From an optimization exercise on the open Yosys and OpenROAD flow, aimed at small area; shortcuts taken in it are not production practice.
The RTL was checked by simulation tests, not by an equivalence proof against the original design.
Power is estimated from default activity; no workload was simulated.

<file path="flow/flow/remap.tcl">
# Re-map the combinational logic of the standard synthesis netlist with ABC
# for area. Flip-flops, adder cells and tie cells are kept as they are.
set lib $::env(FLOW_HOME)/platforms/sky130hd/lib/sky130_fd_sc_hd__tt_025C_1v80.lib
set dont_use {sky130_fd_sc_hd__lpflow_bleeder_1 sky130_fd_sc_hd__lpflow_clkbufkapwr_1 sky130_fd_sc_hd__lpflow_clkbufkapwr_16 sky130_fd_sc_hd__lpflow_clkbufkapwr_2 sky130_fd_sc_hd__lpflow_clkbufkapwr_4 sky130_fd_sc_hd__lpflow_clkbufkapwr_8 sky130_fd_sc_hd__lpflow_clkinvkapwr_1 sky130_fd_sc_hd__lpflow_clkinvkapwr_16 sky130_fd_sc_hd__lpflow_clkinvkapwr_2 sky130_fd_sc_hd__lpflow_clkinvkapwr_4 sky130_fd_sc_hd__lpflow_clkinvkapwr_8 sky130_fd_sc_hd__lpflow_decapkapwr_12 sky130_fd_sc_hd__lpflow_decapkapwr_3 sky130_fd_sc_hd__lpflow_decapkapwr_4 sky130_fd_sc_hd__lpflow_decapkapwr_6 sky130_fd_sc_hd__lpflow_decapkapwr_8 sky130_fd_sc_hd__lpflow_inputiso0n_1 sky130_fd_sc_hd__lpflow_inputiso0p_1 sky130_fd_sc_hd__lpflow_inputiso1n_1 sky130_fd_sc_hd__lpflow_inputiso1p_1 sky130_fd_sc_hd__lpflow_inputisolatch_1 sky130_fd_sc_hd__lpflow_isobufsrc_1 sky130_fd_sc_hd__lpflow_isobufsrc_16 sky130_fd_sc_hd__lpflow_isobufsrc_2 sky130_fd_sc_hd__lpflow_isobufsrc_4 sky130_fd_sc_hd__lpflow_isobufsrc_8 sky130_fd_sc_hd__lpflow_isobufsrckapwr_16 sky130_fd_sc_hd__lpflow_lsbuf_lh_hl_isowell_tap_1 sky130_fd_sc_hd__lpflow_lsbuf_lh_hl_isowell_tap_2 sky130_fd_sc_hd__lpflow_lsbuf_lh_hl_isowell_tap_4 sky130_fd_sc_hd__lpflow_lsbuf_lh_isowell_4 sky130_fd_sc_hd__lpflow_lsbuf_lh_isowell_tap_1 sky130_fd_sc_hd__lpflow_lsbuf_lh_isowell_tap_2 sky130_fd_sc_hd__lpflow_lsbuf_lh_isowell_tap_4 sky130_fd_sc_hd__probe_p_8 sky130_fd_sc_hd__probec_p_8 }
set du_args {}
foreach c $dont_use { lappend du_args -dont_use $c }
yosys read_liberty -ignore_miss_func $lib
yosys setattr -mod -set keep_hierarchy 1 sky130_fd_sc_hd__fa_1 sky130_fd_sc_hd__ha_1
yosys setattr -mod -set blackbox 1 sky130_fd_sc_hd__dfxtp_1 sky130_fd_sc_hd__edfxtp_1 sky130_fd_sc_hd__conb_1
yosys read_verilog remap_in.v
yosys hierarchy -top rapcore
yosys flatten
yosys opt_clean
yosys abc -liberty $lib {*}$du_args -constr $::env(ABC_CONSTR) -D 10000 -script "+strash;dc2;&get,-n;&st;&dch;&nf,-a;&put;topo;dnsize"
yosys setattr -mod -set blackbox 1 sky130_fd_sc_hd__fa_1 sky130_fd_sc_hd__ha_1
yosys splitnets
yosys opt_clean -purge
yosys hilomap -singleton -hicell sky130_fd_sc_hd__conb_1 HI -locell sky130_fd_sc_hd__conb_1 LO
yosys insbuf -buf sky130_fd_sc_hd__buf_4 A X
yosys opt_clean -purge
yosys tee -o remap_stat.txt stat -liberty $lib
yosys write_verilog -noattr -nohex -nodec remap_out.v
</file>
<file path="flow/constraint.sdc">
create_clock -name core_clock -period 10.0 [get_ports {CLK}]
set_input_delay 2.0000 -clock core_clock [delete_from_list [all_inputs] [get_ports {CLK}]]
set_output_delay 2.0000 -clock core_clock [all_outputs]
set_load 0.01 [all_outputs]
</file>
<file path="flow/design.v">
`default_nettype none
module rapcore (
    input  wire SCK,
    input  wire CS,
    input  wire COPI,
    output wire CIPO,
    output wire CHARGEPUMP,
    input  wire [0:0] analog_cmp1,
    output wire [0:0] analog_out1,
    input  wire [0:0] analog_cmp2,
    output wire [0:0] analog_out2,
    output wire [0:0] PHASE_A1,
    output wire [0:0] PHASE_A2,
    output wire [0:0] PHASE_B1,
    output wire [0:0] PHASE_B2,
    output wire [0:0] PHASE_A1_H,
    output wire [0:0] PHASE_A2_H,
    output wire [0:0] PHASE_B1_H,
    output wire [0:0] PHASE_B2_H,
    input  wire [0:0] ENC_B,
    input  wire [0:0] ENC_A,
    output wire BUFFER_DTR,
    output wire MOVE_DONE,
    input  wire HALT,
    input  wire [0:0] STEPINPUT,
    input  wire [0:0] DIRINPUT,
    input  wire [0:0] ENINPUT,
    output wire [0:0] STEPOUTPUT,
    output wire [0:0] ENOUTPUT,
    output wire [0:0] DIROUTPUT,
    input  resetn_in,
    input  CLK
);
  reg  [7:0] rst_cnt;
  wire       rstn = &rst_cnt;
  always @(posedge CLK)
    if (!resetn_in)  rst_cnt <= 8'd0;
    else if (!rstn)  rst_cnt <= rst_cnt + 8'd1;
  reg  [1:0] copi_s;
  reg  [1:0] cs_s;
  reg  [2:0] sck_s;
  reg  [2:0] txbit;
  reg  [7:0] rx_byte;
  reg        byte_pulse;    
  wire       cs_act   = ~cs_s[1];
  wire       sck_rise = ~sck_s[2] &  sck_s[1];
  wire       sck_fall =  sck_s[2] & ~sck_s[1];
  always @(posedge CLK) begin
    sck_s <= {sck_s[1:0], SCK};
    byte_pulse <= rstn & cs_act & sck_fall & (txbit == 3'd0);
    if (!rstn) begin
      copi_s  <= 2'b0;
      rx_byte <= 8'b0;
      txbit   <= 3'd7;
    end else begin
      copi_s <= {copi_s[0], COPI};
      cs_s   <= {cs_s[0], CS};
      if (cs_act) begin
        if (sck_rise)      rx_byte <= {rx_byte[6:0], copi_s[1]};
        else if (sck_fall) txbit   <= txbit - 3'd1;
      end else
        txbit <= 3'd7;
    end
  end
  reg  [2:0]  byte_count;
  reg  [63:0] wdr;
  reg         word_pulse;     
  always @(posedge CLK) begin
    word_pulse <= rstn & byte_pulse & (&byte_count);
    if (!rstn)
      byte_count <= 3'd0;
    else if (byte_pulse)
      byte_count <= byte_count + 3'd1;
    if (byte_pulse)
      wdr <= {rx_byte, wdr[63:8]};
  end
  reg step_in_r, dir_in_r, en_in_r;
  always @(posedge CLK) begin
    step_in_r <= STEPINPUT[0];
    dir_in_r  <= DIRINPUT[0];
    en_in_r   <= ENINPUT[0];
  end
  localparam [2:0] ST_IDLE = 3'b000, ST_OTHER = 3'b001, ST_MV1 = 3'b010,
                   ST_MV2 = 3'b011, ST_MV3 = 3'b111;
  reg  [2:0]  st;
  reg  [31:0] cfg_en, cfg_brake, cfg_div;
  reg  [31:0] send;
  reg         send_ext;      
  reg         send_valid;    
  reg         wmi;           
  reg  [1:0]  stepready;
  reg  [1:0]  mdir;          
  reg  [31:0] dur0, dur1;
  reg  [63:0] inc0, inc1;
  reg  signed [31:0] enc_count, enc_vel;
  reg  [31:0] tel_pos, tel_vel;
  reg         enc_faultn, stp_faultn;
  wire [9:0]  phase_angle;
  wire [7:0]  hdr      = wdr[63:56];
  wire        st_idle  = (st == ST_IDLE);
  wire        st_cfg   = st[2] & ~(st[1] & st[0]);
  wire        st_mv1   = (st == ST_MV1);
  wire        st_mv2   = (st == ST_MV2);
  wire        st_mv3   = (st == ST_MV3);
  wire        hdr_mv   = (hdr == 8'h01);
  wire        hdr_st   = (hdr == 8'hF1);
  wire        hdr_cf   = (hdr == 8'hF2);
  wire        idx_hi0  = ~|wdr[32:8];
  wire [7:0]  il       = wdr[7:0];
  wire s_ver  = idx_hi0 & (il == 8'd0);
  wire s_info = idx_hi0 & (il == 8'd1);
  wire s_ef   = idx_hi0 & (il == 8'd2);
  wire s_sf   = idx_hi0 & (il == 8'd3);
  wire s_pos  = idx_hi0 & (il == 8'd4);
  wire s_vel  = idx_hi0 & (il == 8'd68);
  wire s_ph   = idx_hi0 & (il == 8'd132);
  wire [31:0] status_val =
      ({32{s_ver}}  & 32'h01000300) |
      ({32{s_info}} & 32'h20200101) |
      {31'b0, (s_ef & enc_faultn) | (s_sf & stp_faultn)} |
      ({32{s_pos}}  & enc_count) |
      ({32{s_vel}}  & enc_vel) |
      ({32{s_ph}}   & {22'b0, phase_angle});
  wire c_rd   = idx_hi0 & (il[7:2] == 6'd0) & ~(il[1] & il[0]);
  wire [31:0] cfg_val =
      ({32{~il[1] & ~il[0]}} & cfg_en) |
      ({32{~il[1] &  il[0]}} & cfg_brake) |
      ({32{ il[1] & ~il[0]}} & cfg_div);
  wire rd_st  = word_pulse & st_idle & hdr_st;
  wire rd_cf  = word_pulse & st_idle & hdr_cf & c_rd;
  wire ld_mv1 = word_pulse & st_mv1;
  wire ld_mv2 = word_pulse & st_mv2;
  wire [31:0] send_d =
      ({32{~word_pulse}} & send) |
      ({32{rd_st}}  & status_val) |
      ({32{rd_cf}}  & cfg_val) |
      ({32{ld_mv1}} & tel_pos) |
      ({32{ld_mv2}} & tel_vel);
  wire send_ext_d = (~word_pulse & send_ext) |
                    (rd_st & ((s_pos & enc_count[31]) | (s_vel & enc_vel[31]))) |
                    (ld_mv1 & tel_pos[31]) | (ld_mv2 & tel_vel[31]);
  always @(posedge CLK) begin
    send     <= send_d;
    send_ext <= send_ext_d;
    if (!rstn) begin
      st         <= ST_IDLE;
      send_valid <= 1'b0;
      wmi        <= 1'b0;
      stepready  <= 2'b0;
      mdir       <= 2'b0;
    end else if (word_pulse) begin
      send_valid <= 1'b1;
      if (st_idle) begin
        if (hdr_mv) begin
          st <= ST_MV1;
          if (wmi) mdir[1] <= wdr[0]; else mdir[0] <= wdr[0];
        end else if (hdr_cf & (il <= 8'd2))
          st <= {1'b1, il[1:0]};
        else if (hdr != 8'h00)
          st <= ST_OTHER;
      end else if (st_mv1)
        st <= ST_MV2;
      else if (st_mv2)
        st <= ST_MV3;
      else begin
        st <= ST_IDLE;
        if (st_mv3) begin
          wmi <= ~wmi;
          if (wmi) stepready[1] <= ~stepready[1]; else stepready[0] <= ~stepready[0];
        end
      end
    end
  end
  wire        cfg_wr = word_pulse & st_cfg;
  wire [31:0] cfg_wd = wdr[31:0] & {32{rstn}};
  always @(posedge CLK) begin
    if (~rstn | (cfg_wr & (st[1:0] == 2'd0))) cfg_en    <= cfg_wd;
    if (~rstn | (cfg_wr & (st[1:0] == 2'd1))) cfg_brake <= cfg_wd;
    if (~rstn | (cfg_wr & (st[1:0] == 2'd2))) cfg_div   <= cfg_wd | {26'd0, ~rstn, 1'b0, ~rstn, 3'd0};
  end
  always @(posedge CLK) begin
    if (word_pulse & st_mv1 & ~wmi) dur0 <= wdr[31:0];
    if (word_pulse & st_mv1 &  wmi) dur1 <= wdr[31:0];
    if (word_pulse & st_mv2 & ~wmi) inc0 <= wdr;
    if (word_pulse & st_mv2 &  wmi) inc1 <= wdr;
  end
  reg  moveind;
  wire dir_o = (moveind ? mdir[1] : mdir[0]) ^ dir_in_r;
  wire en_o  = cfg_en[0] | en_in_r;
  assign STEPOUTPUT = step_in_r;
  assign DIROUTPUT  = dir_o;
  assign ENOUTPUT   = en_o;
  reg  [7:0] div_acc;
  reg        tick_q, tick_rise_q;
  wire       dda_tick  = (div_acc == cfg_div[7:0]);
  wire       tick_rise = dda_tick & ~tick_q;
  always @(posedge CLK) begin
    tick_q      <= dda_tick;
    tick_rise_q <= tick_rise;
    if (!rstn)         div_acc <= 8'd0;
    else if (dda_tick) div_acc <= 8'd0;
    else               div_acc <= div_acc + 8'd1;
  end
  reg        move_done, finishedmove;
  reg  [1:0] stepfinished;
  reg  [31:0] tdc;
  wire processing = moveind ? (stepfinished[1] ^ stepready[1]) : (stepfinished[0] ^ stepready[0]);
  wire loading    =  finishedmove & processing;
  wire executing  = ~finishedmove & processing;
  wire dda_step   = tick_rise & executing;     
  wire dda_dec    = tick_rise_q & executing;   
  wire [32:0] tz;    
  assign tz[0] = dda_dec;
  genvar h, g;
  generate
    for (h = 0; h < 32; h = h + 1) begin : g_tdc
      assign tz[h+1] = tz[h] & ~tdc[h];
    end
  endgenerate
  wire tdc_zero   = ~|tdc;
  wire finish     = tdc_zero & executing;
  always @(posedge CLK) begin
    if (loading) tdc <= moveind ? dur1 : dur0;
    else         tdc <= tdc ^ tz[31:0];
    if (!rstn) begin
      move_done    <= 1'b0;
      finishedmove <= 1'b1;
      stepfinished <= 2'b0;
      moveind      <= 1'b0;
    end else begin
      if (loading) finishedmove <= 1'b0;
      if (finish) begin
        finishedmove <= 1'b1;
        move_done    <= ~move_done;
        moveind      <= ~moveind;
        if (moveind) stepfinished[1] <= ~stepfinished[1];
        else         stepfinished[0] <= ~stepfinished[0];
      end
    end
  end
  assign MOVE_DONE  = move_done;
  assign BUFFER_DTR = ~((stepfinished[0] ^ stepready[0]) & (stepfinished[1] ^ stepready[1]));
  wire [63:0] inc_sel = moveind ? inc1 : inc0;
  rapcore_dda dda (
    .clk(CLK), .rstn(rstn), .loading(loading), .dda_step(dda_step),
    .inc_sel(inc_sel), .phase_angle(phase_angle));
  reg  [2:0]  a_s, b_s;
  reg  [31:0] velw;
  wire step_a = a_s[1] ^ a_s[2];
  wire step_b = b_s[1] ^ b_s[2];
  wire enc_step = step_a ^ step_b;
  wire enc_dir  = a_s[1] ^ b_s[2];
  wire [31:0] velw_inc = velw + 32'd1;
  wire [32:0] ct;
  assign ct[0] = enc_step;
  generate
    for (g = 0; g < 32; g = g + 1) begin : g_cnt
      assign ct[g+1] = ct[g] & ~(enc_count[g] ^ enc_dir);
    end
  endgenerate
  wire [31:0] count_nx = enc_count ^ ct[31:0];
  always @(posedge CLK) begin
    if (!rstn) begin
      enc_count  <= 32'd0;
      enc_vel    <= 32'd0;
      velw       <= 32'hFFFFFFFF;
      enc_faultn <= 1'b1;
      a_s        <= 3'b0;
      b_s        <= 3'b0;
    end else begin
      a_s  <= {a_s[1:0], ENC_A[0]};
      b_s  <= {b_s[1:0], ENC_B[0]};
      if (step_a & step_b) enc_faultn <= 1'b0;
      enc_count <= count_nx;
      if (enc_step) begin
        enc_vel   <= enc_dir ? velw_inc : ~velw;
        velw      <= 32'hFFFFFFFF;
      end else
        velw <= velw_inc;
    end
  end
  always @(posedge CLK)
    if (finishedmove) begin
      tel_pos <= enc_count;
      tel_vel <= enc_vel;
    end
  reg        ms_en;
  reg  [2:0] step_r;
  reg  [1:0] dir_r;
  reg  [7:0] phase_ct;
  wire [8:0] pt;
  assign pt[0] = (step_r == 3'b001);
  generate
    for (g = 0; g < 8; g = g + 1) begin : g_pct
      assign pt[g+1] = pt[g] & ~(phase_ct[g] ^ dir_r[1]);
    end
  endgenerate
  always @(posedge CLK) begin
    step_r <= {step_r[1:0], step_in_r};
    dir_r  <= {dir_r[0], dir_o};
    if (!rstn) begin
      ms_en    <= 1'b0;
      phase_ct <= 8'd0;
    end else begin
      ms_en <= en_o;
      phase_ct <= phase_ct ^ pt[7:0];
    end
  end
  reg  [9:0] off0, off1;
  reg        run0, run1, done0, done1;
  reg  [5:0] mo0, mo1;
  wire off0_z = (off0 == 10'd0);
  wire off1_z = (off1 == 10'd0);
  wire blank0_z = (mo0 <= 6'd27);
  wire blank1_z = (mo1 <= 6'd27);
  wire start0 = analog_cmp1[0] & blank0_z & off0_z;
  wire start1 = analog_cmp2[0] & blank1_z & off1_z;
  always @(posedge CLK) begin
    if (!rstn) begin
      off0 <= 10'd0; run0 <= 1'b0; done0 <= 1'b0;
      off1 <= 10'd0; run1 <= 1'b0; done1 <= 1'b0;
      mo0 <= 6'd0; mo1 <= 6'd0;
    end else begin
      if (start0) begin off0 <= 10'd810; run0 <= 1'b1; end
      else if (!off0_z) off0 <= off0 - 10'd1;
      else if (run0) done0 <= 1'b1;
      if (start1) begin off1 <= 10'd810; run1 <= 1'b1; end
      else if (!off1_z) off1 <= off1 - 10'd1;
      else if (run1) done1 <= 1'b1;
      if (done0) mo0 <= 6'd54; else if (mo0 != 6'd0) mo0 <= mo0 - 6'd1;
      if (done1) mo1 <= 6'd54; else if (mo1 != 6'd0) mo1 <= mo1 - 6'd1;
    end
    if (done0) begin run0 <= 1'b0; done0 <= 1'b0; end
    if (done1) begin run1 <= 1'b0; done1 <= 1'b0; end
  end
  wire fault0 = ~off0_z & (mo0 != 6'd0);
  wire fault1 = ~off1_z & (mo1 != 6'd0);
  always @(posedge CLK)
    if (!rstn)          stp_faultn <= 1'b1;
    else if (stp_faultn) stp_faultn <= ms_en ? ~(fault0 | fault1) : 1'b1;
  wire s1 = phase_ct[7];
  wire s2 = ~phase_ct[7];
  wire s3 = phase_ct[7] ^ phase_ct[6];
  wire s4 = ~(phase_ct[7] ^ phase_ct[6]);
  wire fast0 = (off0 >= 10'd706);
  wire fast1 = (off1 >= 10'd706);
  wire slow0 = ~off0_z & ~fast0;
  wire slow1 = ~off1_z & ~fast1;
  wire a1_h = ~slow0 & (fast0 ^ s1);
  wire a2_h = ~slow0 & (fast0 ^ s2);
  wire b1_h = ~slow1 & (fast1 ^ s3);
  wire b2_h = ~slow1 & (fast1 ^ s4);
  wire a1_l = slow0 | ~(fast0 ^ s1);
  wire a2_l = slow0 | ~(fast0 ^ s2);
  wire b1_l = slow1 | ~(fast1 ^ s3);
  wire b2_l = slow1 | ~(fast1 ^ s4);
  assign PHASE_A1   = a1_l | ~ms_en;
  assign PHASE_A2   = a2_l | ~ms_en;
  assign PHASE_B1   = b1_l | ~ms_en;
  assign PHASE_B2   = b2_l | ~ms_en;
  assign PHASE_A1_H = a1_h & stp_faultn & ms_en;
  assign PHASE_A2_H = a2_h & stp_faultn & ms_en;
  assign PHASE_B1_H = b1_h & stp_faultn & ms_en;
  assign PHASE_B2_H = b2_h & stp_faultn & ms_en;
  reg [4:0] cp_cnt;
  reg       cp;
  always @(posedge CLK)
    if (!rstn) begin
      cp_cnt <= 5'd0; cp <= 1'b0;
    end else if (cp_cnt == 5'd20) begin
      cp_cnt <= 5'd0; cp <= ~cp;
    end else
      cp_cnt <= cp_cnt + 5'd1;
  assign CHARGEPUMP = cp;
  reg  [6:0] pos_d;
  always @(posedge CLK) pos_d <= phase_ct[6:0];
  wire [5:0] ci1 = pos_d[6] ? pos_d[5:0] : ~pos_d[5:0];
  wire [5:0] ci2 = ~ci1;
  function is_tab(input [7:0] c);   
    is_tab =
      (c == 8'd6) |
      (c == 8'd13) |
      (c == 8'd19) |
      (c == 8'd25) |
      (c == 8'd31) |
      (c == 8'd37) |
      (c == 8'd44) |
      (c == 8'd50) |
      (c == 8'd56) |
      (c == 8'd62) |
      (c == 8'd68) |
      (c == 8'd74) |
      (c == 8'd80) |
      (c == 8'd86) |
      (c == 8'd92) |
      (c == 8'd98) |
      (c == 8'd103) |
      (c == 8'd109) |
      (c == 8'd115) |
      (c == 8'd120) |
      (c == 8'd126) |
      (c == 8'd131) |
      (c == 8'd136) |
      (c == 8'd142) |
      (c == 8'd147) |
      (c == 8'd152) |
      (c == 8'd157) |
      (c == 8'd162) |
      (c == 8'd167) |
      (c == 8'd171) |
      (c == 8'd176) |
      (c == 8'd180) |
      (c == 8'd185) |
      (c == 8'd189) |
      (c == 8'd193) |
      (c == 8'd197) |
      (c == 8'd201) |
      (c == 8'd205) |
      (c == 8'd208) |
      (c == 8'd212) |
      (c == 8'd215) |
      (c == 8'd219) |
      (c == 8'd222) |
      (c == 8'd225) |
      (c == 8'd228) |
      (c == 8'd231) |
      (c == 8'd233) |
      (c == 8'd236) |
      (c == 8'd238) |
      (c == 8'd240) |
      (c == 8'd242) |
      (c == 8'd244) |
      (c == 8'd246) |
      (c == 8'd247) |
      (c == 8'd249) |
      (c == 8'd250) |
      (c == 8'd251) |
      (c == 8'd252) |
      (c == 8'd253);
  endfunction
  reg [10:0] pwm_ctr;
  reg [6:0]  kc;
  wire       pw_lo  = pwm_ctr[10:8] == 3'd0;
  wire       pw_wrap = pwm_ctr > 11'd1024;
  wire [7:0] pc = pwm_ctr[7:0];
  wire [1:0] kdec = (pc == 8'd255) ? 2'd3 : (pc == 8'd254) ? 2'd2 : {1'b0, is_tab(pc)};
  always @(posedge CLK) begin
    if (!en_o)        pwm_ctr <= 11'd0;
    else if (pw_wrap) pwm_ctr <= 11'd0;
    else              pwm_ctr <= pwm_ctr + 11'd1;
    if (!en_o | pw_wrap) kc <= 7'd64;
    else if (pw_lo)      kc <= kc - {5'd0, kdec};
  end
  assign analog_out1 = en_o & pw_lo & ({1'b0, ci1} < kc);
  assign analog_out2 = en_o & pw_lo & ({1'b0, ci2} < kc);
  wire [4:0] bsel = {byte_count[1:0], txbit};
  wire tx_bit = byte_count[2] ? send_ext : send[bsel];
  assign CIPO = cs_act & send_valid & tx_bit;
endmodule
module rapcore_dda (
    input  wire        clk,
    input  wire        rstn,
    input  wire        loading,
    input  wire        dda_step,
    input  wire [63:0] inc_sel,
    output wire [9:0]  phase_angle
);
  reg  [63:0] incr;
  reg  [3:1]  ic;
  reg  [72:0] acc;
  reg  [3:1]  ac;
  wire        i_en = dda_step | loading;
  wire [63:0] i_a  = incr & {64{~loading}};
  wire [63:0] i_b  = inc_sel & {64{i_en}};
  wire [63:0] i_s;
  wire [4:0]  i_cin;    
  wire [4:1]  i_cout;   
  wire [3:0]  i_ones;   
  assign i_cin[0] = 1'b0;
  wire [72:0] incr_x = {{9{incr[63]}}, incr};
  wire [72:0] acc_s;
  wire [3:0]  a_cin;
  wire [4:1]  a_cout;
  assign a_cin[0] = 1'b0;
  genvar g, j;
  generate
    for (j = 0; j < 4; j = j + 1) begin : g_iblk
      wire [16:0] c;
      assign c[0] = i_cin[j];
      for (g = 0; g < 16; g = g + 1) begin : g_bit
        wire x = i_a[16*j+g], y = i_b[16*j+g];
        assign i_s[16*j+g] = x ^ y ^ c[g];
        assign c[g+1] = (x & y) | (c[g] & (x ^ y));
      end
      assign i_cout[j+1] = c[16];
      assign i_ones[j] = &incr[16*j+15:16*j];
      if (j > 0) begin : g_cin
        assign i_cin[j] = ~loading & (ic[j] | (i_cin[j-1] & i_ones[j-1]));
      end
    end
    for (j = 0; j < 4; j = j + 1) begin : g_ablk
      localparam integer LO = 18 * j;
      localparam integer W  = (j == 3) ? 19 : 18;
      wire [W:0] c;
      assign c[0] = a_cin[j];
      for (g = 0; g < W; g = g + 1) begin : g_bit
        wire x = acc[LO+g], y = incr_x[LO+g];
        assign acc_s[LO+g] = x ^ y ^ c[g];
        assign c[g+1] = (x & y) | (c[g] & (x ^ y));
      end
      assign a_cout[j+1] = c[W];
      if (j > 0) begin : g_cin
        assign a_cin[j] = ac[j];
      end
    end
  endgenerate
  always @(posedge clk) begin
    incr <= i_s;
    ic <= {3{dda_step}} & i_cout[3:1];
    if (!rstn) begin
      acc <= 73'd0;
      ac  <= 3'd0;
    end else if (dda_step) begin
      acc <= acc_s;
      ac  <= a_cout[3:1];
    end
  end
  wire ph_k1 = ac[1] & (&acc[35:18]);
  wire ph_k2 = (ac[2] | ph_k1) & (&acc[53:37]) & (acc[36] | (ac[2] & ph_k1));
  wire ph_k3 = (ac[3] | ph_k2) & (&acc[62:55]) & (acc[54] | (ac[3] & ph_k2));
  assign phase_angle = acc[72:63] + {9'd0, ph_k3};
endmodule
</file>
<file path="flow/standard.sh">
#!/bin/bash
# synth_recipe.tcl (not shown) runs the flow's synth.tcl, then flattens the netlist and writes it again
# the make line also repeats each setting of config.mk as NAME=value (left out here)
make -C /OpenROAD-flow-scripts/flow DESIGN_CONFIG=/design/flow/config.mk WORK_HOME=/design/flow/orfs CLKGATE_MAP_FILE= SYNTH_SCRIPT=/design/flow/synth_recipe.tcl "${@:-finish}"
</file>
<file path="flow/config.mk">
export PLATFORM = sky130hd
export DESIGN_NAME = rapcore
export DESIGN_NICKNAME = rapcore
export VERILOG_FILES = /design/flow/design.v
export SDC_FILE = /design/flow/constraint.sdc
export NUM_CORES = 4
export LEC_CHECK = 0
export ABC_AREA = 1
export CAP_MARGIN = 0
export CORE_MARGIN = 2
export CORE_UTILIZATION = 65
export SLEW_MARGIN = 0
</file>
<file path="flow/flow/run.sh">
#!/bin/bash
# Layout flow: the standard synthesis; its combinational logic re-mapped by
# ABC for area (registers, adder cells and tie cells untouched); then the
# standard layout steps, with clock tree synthesis run without dummy loads.
set -euo pipefail
export BUFFER_PORTS_ARGS="-buffer_cell sky130_fd_sc_hd__buf_1"
export CTS_ARGS="-sink_clustering_enable -repair_clock_nets -dont_use_dummy_load -sink_clustering_size 16 -sink_clustering_max_diameter 70 -buf_list sky130_fd_sc_hd__clkbuf_8"
bash standard.sh synth > synth.log 2>&1
R=orfs/results/sky130hd/rapcore/base
cp $R/1_2_yosys.v remap_in.v
export ABC_CONSTR=$PWD/orfs/objects/sky130hd/rapcore/base/abc.constr
yosys -c flow/remap.tcl > remap.log 2>&1
cp remap_out.v $R/1_2_yosys.v
bash standard.sh > layout.log 2>&1
</file>
==> run summary, run 1 <==
The launch instance of the worst min-delay path is sck_s[0]. In the routed design, unresolved DRC markers number 0. The number of buffers and inverters on the critical path is 2.

The number of warning messages in the yosys log came out at 2. Of all nets on the critical path, the largest fanout is 4. The number of antenna-violating nets in the routed design came out at 0. The number of I/O port buffers is 28.

The worst reg2reg path endpoint is dda.acc[72]. For this configuration, the core starts out at a cell density of 65.5%. The filler cell count in the final layout came out at 3983.

The first global-routing pass estimated 123000 um of wire. The relative contribution of sequential cells to total power is 69.4%. The die outline width came out at 239 um. The peak clock frequency supported by timing is 108 MHz.

The required time of the critical path is 10.68 ns. The transition time at the pin with the least slew margin is 1.24 ns. The worst slew slack as a fraction of its limit came out at 16.7%.

The kind of launch point of the worst setup path is a flop. The average instance in the mapped netlist occupies 12.4 um^2. The hold buffer count at CTS came out at 0. Of the total power, the clock network draws 30.1%. Walking the worst path, the cells encountered are clkinv_1, fa_1, clkinv_1, fa_1, fa_1, fa_1, fa_1, fa_1, fa_1, fa_1, fa_1, fa_1, fa_1, fa_1, fa_1, fa_1, fa_1, fa_1, fa_1, fa_1, xnor2_1, nor2_1, o21ai_0, a21oi_1.

The combinational share of power came out at 0.5%. The post-synthesis net count came out at 3098. Across the routed clock network, the largest skew measured is 0.0526 ns. The min-delay analysis places its worst path in the category reg -> reg.

The power per cell area is 140 mW/mm^2. The initial antenna violation count is 2. The full die area is 0.0571 mm^2. The global route total overflow came out at 0.

The total routing resource utilization after global routing came out at 27.5%. The count of instances resized after the clock tree is built came out at 0. The final critical path time including I/O delays and setup came out at 9.24 ns.

The depth of the most critical reg-to-reg path came out at 24. Setup repair after global routing left no endpoint under its margin. The wire-length estimate of the detail-placed layout is 51900 um. The number of CTS-inserted buffers is 61. The first-pass detailed-route iteration total came out at 8.

The slowest stage of the critical path belongs to the cell fa_1. The core region is 0.0548 mm^2. The share of the cycle needed by the critical path after routing is 92.4%. In this run the critical register-to-register path is launched from dda.acc[54].

Setup violations remaining at the end of the flow were counted as 0. The vertical extent of the die is 239 um. In the layout the commonest cells are dfxtp_1, edfxtp_1, nand2_1. The commonest non-fill, non-tap cell in the layout is dfxtp_1. The via count is 22800. The tightest hold path in the finished design has a slack of 0.332 ns. Using the TritonRoute via totals, the vias-per-cell ratio works out to 6.14. The largest net degree at the start of global routing came out at 69. The most used cell along the critical path is fa_1. The switching part of the total power is 20.3%.

The number of rows created at floorplan is 86. The via count of the first global-routing pass is 22700. The number of nets in the layout came out at 3222.

The count of maximum capacitance violations came out at 0. Summed over all failing endpoints, the final setup total negative slack is 0 ns. For hold timing, the worst endpoint is sck_s[1].

STA puts the critical path data arrival time at 9.91 ns. On the critical path the largest part of the delay comes from adder cells. The worst setup path is captured at a flop.

The run finished with no timing, DRC or antenna violations. The clock transition at the registers of the reported paths is 0.10 ns. The final layout contains routed wiring with a total length of 76900 um. The hold violation total from the final report came to 0. The worst hold path was traced through 0 stages. The violation count after the first detailed-routing iteration is 1771. In this run the static leakage power is 13.3 nW. The number of buffers on the longest clock path is 3. The worst vdd rail ir drop came out at 0.000122 V. The tree is rooted in a clkbuf_8. The internal power came out at 0.00424 W. The setup slack of the worst register-to-register path came out at 0.76 ns. At the end of routability-driven placement, the weighted congestion stood at 0.834. The final max-slew violation count came out at 0. The cell count after synthesis came out at 2881. For the worst-skew pair, the clock arrives at the later sink with an insertion delay of 0.70 ns.

In this run the power spent charging and discharging nets is 0.00108 W. For this run, the slowest stage of the critical path takes 0.57 ns. The fraction of layout instances using a drive strength above 1 came out at 4.23%. The buffer count from post-CTS setup fixing is 0.

The layout overhead on the synthesized area is 6.23%. The deepest level of the CTS H-tree came out at 2. The boundary pin count came out at 30. Overall power consumption after layout is estimated at 0.00532 W. The critical path is of the reg -> reg type.

Clock tree synthesis found a total of 867 sinks. TritonCTS built the clock tree. The area of the mapped netlist came out at 0.0359 mm^2.

The average wire per standard cell is 20.7 um.
## how the worst max path moves through the flow
stage          depth (start not counted)        start           end
3_5_place_dp                          24  dda.acc[54]   dda.acc[72]
6_report                              24  dda.acc[54]   dda.acc[72]
4_1_cts                               24  dda.acc[54]   dda.acc[72]
5_1_grt                               24  dda.acc[54]   dda.acc[72]
2_1_floorplan                         25      moveind  dda.incr[31]
3_3_place_gp                          24  dda.acc[54]   dda.acc[72]
## flip-flops by register name, summed over array words and instances (netlist names), 10 cells and up
signal	count
enc_vel	32
dur0	32
velw	32
send	32
off0	10
wdr	64
cfg_brake	32
off1	10
dur1	32
tel_pos	32
inc0	64
dda.acc	73
cfg_div	32
dda.incr	64
enc_count	32
tdc	32
pwm_ctr	11
cfg_en	32
inc1	64
tel_vel	32
## power by group through the flow
stage | Sequential (W) | Combinational, W | Clock (W)
finish | 0.00369 | 0.0000288 | 0.00160
global route | 0.00369 | 0.0000327 | 0.00175
CTS | 0.00369 | 0.0000286 | 0.00163
detailed placement | 0.00377 | 0.0000284 | 0
global placement | 0.00377 | 0.0000270 | 0
floorplan | 0.00377 | 0.0000196 | 0
## layout make-up
type                    instances  area [um^2]  area share, %
diodes                          1         2.50        0.00657
clock buffers                  61          840           2.20
inverters                     119          447           1.17
multi-input cells            1895        14000           36.8
flip-flops and latches        867        21600           56.6
well taps                     704          881           2.31
repair buffers                 61          353          0.926
## routing by layer
metal,up-vias,share of wire (%),track usage (%)
li1,10800,-,-
met1,11200,44,38.9
met2,627,48,45.4
met3,129,5.6,3.56
met4,0,2.6,7.61
met5,-,0,0
## through the flow
step                util (%)  instance area, um^2  std cells  worst slack (ns)
finish                  69.5                38100       3708             0.761
global route            69.5                38100       3708             0.275
CTS                     69.5                38100       3707             0.684
detailed placement      68.0                37200       3646             0.668
global placement        68.0                37200       3646             0.823
floorplan                  -                35900       2881             0.304
==> run 2, diff against run 1 <==
--- a/flow/flow/remap.tcl
+++ b/flow/flow/remap.tcl
@@ -11,7 +11,7 @@
 yosys hierarchy -top rapcore
 yosys flatten
 yosys opt_clean
-yosys abc -liberty $lib {*}$du_args -constr $::env(ABC_CONSTR) -D 10000 -script "+strash;dc2;&get,-n;&st;&dch;&nf,-a;&put;topo;dnsize"
+yosys abc -liberty $lib {*}$du_args -constr $::env(ABC_CONSTR) -D 10000 -script "+strash;dc2;&get,-n;&st;&dch;&nf,-a;&put;topo;stime,-c;buffer,-c;dnsize,-c"
 yosys setattr -mod -set blackbox 1 sky130_fd_sc_hd__fa_1 sky130_fd_sc_hd__ha_1
 yosys splitnets
 yosys opt_clean -purge
==> run 2 against run 1 <==
Net effect:
- still clean
- clock skew shrank 0.0096 ns
- sequential power about the same
- cell count rose by 1.2%
- sequential cell count unchanged
- power down 0.50%
- largest cell class unchanged
==> run summary, run 2 <==
The worst setup path is captured at a flop. The number of buffers on the longest clock path is 3. The post-route non-filler standard cell count is 3754. The internal power came out at 0.00423 W. In this run the worst hold path is classified as reg -> reg. The first global-routing pass estimated 123000 um of wire. The TritonCTS clock tree is yes. Ranked by flip-flop count, first place goes to dda.acc. The count of instances resized after the clock tree is built is 0. Entering global routing, the biggest net connects 69 pins. The area occupied by registers is 0.0215 mm^2. The switching part of the total power is 20.0%.

The final max-slew violation count is 0. Measured along the y axis, the die boundary spans 241 um. The flow ran to the end and the layout has no timing, DRC or antenna violations. The worst slew slack as a fraction of its limit is 19.9%.

The clock latency of the later-clocked register in the worst-skew pair came out at 0.72 ns. Setup repair after global routing left no endpoint under its margin. The part of the power in the clock network is 29.7%. The worst path uses 90.1% of the clock period.

Dividing total power by cell area gives a power density of 139 mW/mm^2. During I/O placement, the number of pins put on the boundary was 30. The via count of the first global-routing pass came out at 22500. In this run the cell area measured after placement is 0.0373 mm^2. Leaving out fill and tap cells, the most frequent cell in the layout is dfxtp_1. Along the worst path, the maximum fanout reaches 4. The aggregate negative setup slack came out at 0 ns. The required time of the critical path is 10.64 ns. At the end of the flow the core is filled with cells to 69.1%. Compared with the post-synthesis result, the final layout area differs by 4.93%. Buffers inserted to repair hold after CTS numbered 0. The relative contribution of sequential cells to total power is 69.8%.

The average cell area after synthesis came out at 12.1 um^2. The HPWL after detailed placement is 52200 um. The data arrival at the endpoint of the critical path came out at 9.66 ns. The die outline width came out at 241 um. Summing over every cut layer, the via total after detailed routing is 22900. The leakage power came out at 13.9 nW. The hold violation total from the final report is 0. The worst slack on hold paths is 0.325 ns.

The initial utilization of the core area, before any placement, comes to 65.9%. The synthesized netlist occupies a cell area of 0.0364 mm^2. The CTS root buffer is clkbuf_8. The filler cell count in the final layout came out at 4042. The placeable core region came out at 0.0552 mm^2. The full die area is 0.0578 mm^2. The final critical path time including I/O delays and setup came out at 9.01 ns. The average wire per standard cell came out at 20.7 um. The type of the setup path with the least slack is reg -> reg. After detailed routing, the number of remaining DRC violations is 0. The deepest level of the CTS H-tree came out at 2. The worst vdd rail ir drop is 0.000104 V. The combinational share of power is 0.5%. The global route total overflow came out at 0. In the final layout, the multi-input gates occupy 0.0140 mm^2.

Once layout is done, the placed cells without fillers occupy 0.0381 mm^2. The congestion estimate from routability-driven global placement came to 0.875. Global routing used 27.4% of the available tracks. The number of I/O port buffers came out at 28.

Max-cap violations in this run came to 0. The worst setup path is launched from a flop. The initial antenna violation count came to 1.

The sum of routed wire length over all layers is 77600 um. Timing would allow up to 111 MHz. The number of CTS-inserted buffers came out at 60. The total setup violations reported at the end of the flow came out at 0.

Dividing the detail-routed via count by the number of cells gives 6.10. The number of sinks handled by clock tree synthesis came out at 867. The number of rows created at floorplan is 86. The clock transition at the registers of the reported paths came out at 0.10 ns. The switching power is 0.00106 W. The setup clock skew after layout came out at 0.0430 ns. The violation count after the first detailed-routing iteration is 1893. The number of nets in the synthesized netlist is 3232. The flip-flop count of the largest register after layout is 73. The top cell types in the final layout, fill and taps aside, are dfxtp_1, edfxtp_1, nand2_1. The placed cell count is 3693. The pre-antenna-repair detailed-routing pass consisted of 6 iterations. The transition time at the pin with the least slew margin is 1.19 ns.

After technology mapping, the gate count stands at 3015. The number of warning messages in the yosys log came out at 2. The number of antenna-violating nets in the routed design is 0. The number of nets in the layout is 3224. The buffer count from post-CTS setup fixing came out at 0.

The post-route netlist has 4.96% of its cells at a drive strength greater than 1.
-- run 2: per-layer routing --
metal  GRT usage [%]  routed length [um]
met5               0                   0
met4            8.83                2310
met3            3.61                4650
met2            44.5               36400
met1            38.8               34200
-- run 2: per-stage QoR --
stage	total power [W]	setup WS (ns)
after floorplan	0.00379	1.18
after global placement	0.00380	0.973
after detailed placement	0.00380	0.962
after CTS	0.00533	0.919
after global routing	0.00545	0.486
final	0.00529	0.987
-- run 2: final timing paths --
path                     from     endpoint  depth (start not counted)  slack [ns]
setup / recovery  dda.acc[54]  dda.acc[72]                         24        0.99
hold / removal       sck_s[0]     sck_s[1]                          0        0.33
setup reg to reg  dda.acc[54]  dda.acc[72]                         24        0.99
hold reg to reg      sck_s[0]     sck_s[1]                          0        0.33
-- run 2: power groups by stage --
stage | Sequential (W) | Combinational (W) | Clock [W]
final | 0.00369 | 0.0000288 | 0.00157
after global routing | 0.00369 | 0.0000322 | 0.00172
after CTS | 0.00369 | 0.0000286 | 0.00161
after detailed placement | 0.00377 | 0.0000285 | 0
after global placement | 0.00377 | 0.0000270 | 0
after floorplan | 0.00377 | 0.0000203 | 0
-- run 2: layout make-up --
cell class,count,area share [%]
antenna,1,0.00656
clock buffer,60,2.16
inverter,119,1.17
multi-input combinational,1895,36.7
sequential,867,56.5
tap,748,2.45
timing repair buffer,64,0.984
-- run 2: critical path, cell delays in order, from the launching register on --
cell	delay, ns
dfxtp_1	0.35
inv_1	0.09
fa_1	0.16
inv_1	0.06
fa_1	0.45
fa_1	0.46
fa_1	0.46
fa_1	0.46
fa_1	0.45
fa_1	0.46
fa_1	0.46
fa_1	0.46
fa_1	0.46
fa_1	0.47
fa_1	0.46
fa_1	0.46
fa_1	0.46
fa_1	0.46
fa_1	0.47
fa_1	0.47
fa_1	0.45
xnor2_1	0.14
nor2_1	0.13
o21ai_0	0.09
a21oi_1	0.14
==> run 3, diff against run 2 <==
--- a/flow/flow/remap.tcl
+++ b/flow/flow/remap.tcl
@@ -11,7 +11,7 @@
 yosys hierarchy -top rapcore
 yosys flatten
 yosys opt_clean
-yosys abc -liberty $lib {*}$du_args -constr $::env(ABC_CONSTR) -D 10000 -script "+strash;dc2;&get,-n;&st;&dch;&nf,-a;&put;topo;stime,-c;buffer,-c;dnsize,-c"
+yosys abc -liberty $lib {*}$du_args -constr $::env(ABC_CONSTR) -D 10000 -script "+strash;dc2;&get,-n;&st;&dch,-f;&nf,-a,-R,1000;&put;topo;stime,-c;buffer,-c;dnsize,-c"
 yosys setattr -mod -set blackbox 1 sky130_fd_sc_hd__fa_1 sky130_fd_sc_hd__ha_1
 yosys splitnets
 yosys opt_clean -purge
==> run 3 against run 2 <==
Net effect:
- power barely moved
- clock power about the same
- non-clock buffer count is 5 lower
- synthesized cell count down 0.73%
- die area down 0.29%
- count of clock-buffer cells in the layout did not move
- critical path type unchanged
- largest cell class unchanged
- largest power group unchanged
==> run summary, run 3 <==
The setup clock skew after layout came out at 0.0323 ns. The average wire per standard cell is 20.6 um. The worst slew slack as a fraction of its limit came out at 18.4%.

The sum of routed wire length over all layers came out at 76600 um. The via count is 22400. At the end of the flow, the number of nets in the layout was 3195. The power per cell area came out at 139 mW/mm^2. The first-pass detailed-route iteration total came out at 8. The initial cell density of the core is 65.8%. The total routing resource utilization after global routing is 27.1%. The worst register-to-register path begins at dda.acc[54]. The die outline width is 240 um. The final critical path time including I/O delays and setup is 9.17 ns. The number of antenna-violating nets in the routed design is 0.

The number of warning messages in the yosys log came out at 2. The type of the setup path with the least slack is reg -> reg. The final routed DRC violation total came out at 0. The highest net fanout along the worst path is 4. Broken down by cell family, the worst path's largest delay share belongs to adder cells.

The die covers 0.0577 mm^2. The data arrival at the endpoint of the critical path came out at 9.83 ns. The count of instances resized after the clock tree is built came out at 0.

The number of buffers and inverters on the critical path is 2. The class of the tightest hold or removal check is reg -> reg. The required time of the critical path came out at 10.66 ns. TritonCTS built the clock tree. After the first detailed-routing iteration, the DRC count stood at 1686. The clock transition at the registers of the reported paths came out at 0.10 ns. The transition time at the pin with the least slew margin is 1.22 ns. The startpoint identified for the worst hold timing path is dir_r[0]. Synthesis produced a netlist with a net count of 3210. The final max-slew violation count is 0. The leakage power is 13.9 nW. STA classifies the critical path endpoint as a flop.

The deepest level of the CTS H-tree is 2. The library cell used most frequently in the layout, excluding fill and tap cells, is dfxtp_1. The vertical extent of the die is 240 um. The number of CTS-inserted buffers is 60. The count of maximum capacitance violations came out at 0.

On the final layout, the worst hold slack is 0.336 ns. The first-pass GRT wire length is 121000 um. The worst vdd rail ir drop is 0.000122 V.

The hold violation total from the final report is 0. The number of sinks handled by clock tree synthesis is 867. The fraction of layout instances using a drive strength above 1 came out at 4.70%. The clock latency of the later-clocked register in the worst-skew pair came out at 0.72 ns. Prior to clock tree synthesis, the placed netlist has a worst setup slack of 0.781 ns. Compared with the post-synthesis result, the final layout area differs by 4.79%. The antenna diode count came out at 0. The last weighted congestion value of the routability-driven placer is 0.834. The total setup violations reported at the end of the flow came out at 0. The number of buffers on the longest clock path came out at 3. The core region is 0.0551 mm^2. The maximum single-stage delay on the critical path came out at 0.54 ns. The boundary pin count came out at 30. The buffer count from post-CTS setup fixing is 0. The most numerous cell type found on the critical path is fa_1. The global route total overflow came out at 0.

Summed over all failing endpoints, the final setup total negative slack is 0 ns. Static timing analysis puts the maximum clock frequency at 109 MHz. The critical path starts at dda.acc[54]. Walking the worst path, the cells encountered are inv_1, fa_1, inv_1, fa_1, fa_1, fa_1, fa_1, fa_1, fa_1, fa_1, fa_1, fa_1, fa_1, fa_1, fa_1, fa_1, fa_1, fa_1, fa_1, fa_1, xnor2_1, nor2_1, o21ai_0, a21oi_1. The average cell area after synthesis came out at 12.1 um^2. The worst setup path is launched from a flop. The via count of the first global-routing pass was 22300. The largest net degree at the start of global routing is 68. In this run the clock root is driven by a clkbuf_8.

The cell count after synthesis came out at 2993. The flip-flop count of the largest register after layout is 73. The largest register by flop count is dda.acc. The HPWL after detailed placement is 51600 um.

The number of vias per cell after detailed routing came out at 6.01. The initial antenna violation count came to 0. The number of I/O port buffers came out at 28. The hold buffer count at CTS came out at 0. The share of the cycle needed by the critical path after routing came out at 91.7%. The flow ran to the end and the layout has no timing, DRC or antenna violations.

The area of the mapped netlist came out at 0.0362 mm^2. The number of rows created at floorplan is 86. The largest individual stage delay along the critical path comes from the cell fa_1. The top cell types in the final layout, fill and taps aside, are dfxtp_1, edfxtp_1, nand2_1. Setup repair after global routing left no endpoint under its margin. After layout, the worst setup slack is 0.828 ns.
-- run 3: cell count changes in the layout (fill, tap and decap cells not counted), moves of 6 or more --
cell and delta:
nand2b_1 -9, xor2_1 +9, and4_1 -8, o21ai_0 -9, a21oi_1 -6, xnor2_1 +8, nand2_1 -10, nor2_1 +11
-- run 3: per-layer routing --
layer,wire length (um),part of all wire (%),GRT usage [%]
met5,0,0,0
met4,1990,2.6,7.42
met1,33200,43,36.8
met3,4500,5.9,4.49
met2,37000,48,45.5
-- run 3: layout make-up --
| cell class | count | area, um^2 |
|---|---|---|
| clock buffer | 60 | 826 |
| timing repair buffer | 59 | 338 |
| sequential | 867 | 21500 |
| fill | 4060 | 17100 |
| inverter | 122 | 458 |
| tap | 748 | 936 |
| multi-input combinational | 1868 | 13900 |
-- run 3: where the power goes --
part / total (W) / switching [W] / leakage [nW] / internal [W]
Clock: 0.00157 / 0.00104 / 0.431 / 0.000535
Combinational: 0.0000309 / 0.0000189 / 6.40 / 0.0000121
Sequential: 0.00369 / 0.00000504 / 7.04 / 0.00369
-- run 3: final timing paths --
| kind | to | depth (start not counted) | slack (ns) |
|---|---|---|---|
| setup / recovery | dda.acc[72] | 24 | 0.83 |
| hold / removal | dir_r[1] | 0 | 0.34 |
| setup reg to reg | dda.acc[72] | 24 | 0.83 |
| hold reg to reg | dir_r[1] | 0 | 0.34 |
-- run 3: through the flow --
stage,instance area [um^2],util [%],power [W],cells
floorplan,36200,-,0.00379,2993
global placement,37200,67.4,0.00380,3664
detailed placement,37200,67.4,0.00380,3664
CTS,38000,68.9,0.00534,3724
global route,38000,68.9,0.00546,3724
finish,38000,68.9,0.00530,3724

## afterwards: timing with drivers on the ports
How much do the figures lean on ideal ports? The routed layouts below were timed once more, with nothing changed but the port constraints. Step 1: set_driving_cell puts a clkbuf_16 on CLK and a buf_2 on each other input, an assumption about the parent block. Step 2 also shifts input and output timing later by t, the mid clock arrival at the registers, as if the neighbouring blocks saw the same clock. Three values: ideal ports, drivers, drivers and shift; two values: the first two.
run | t, ns | slack for setup (ns) | worst setup path at the end | worst register clock-pin slew, ns | worst slew at a driven data input, ns
run 1 | 0.752 | 0.761 / 0.761 / 0.761 | register to register | 0.11 / 0.11 | 0.05
run 2 | 0.758 | 0.987 / 0.987 / 0.987 | register to register | 0.11 / 0.11 | 0.03
run 3 | 0.766 | 0.828 / 0.828 / 0.828 | register to register | 0.11 / 0.11 | 0.05
After both steps every run listed still meets setup and hold.
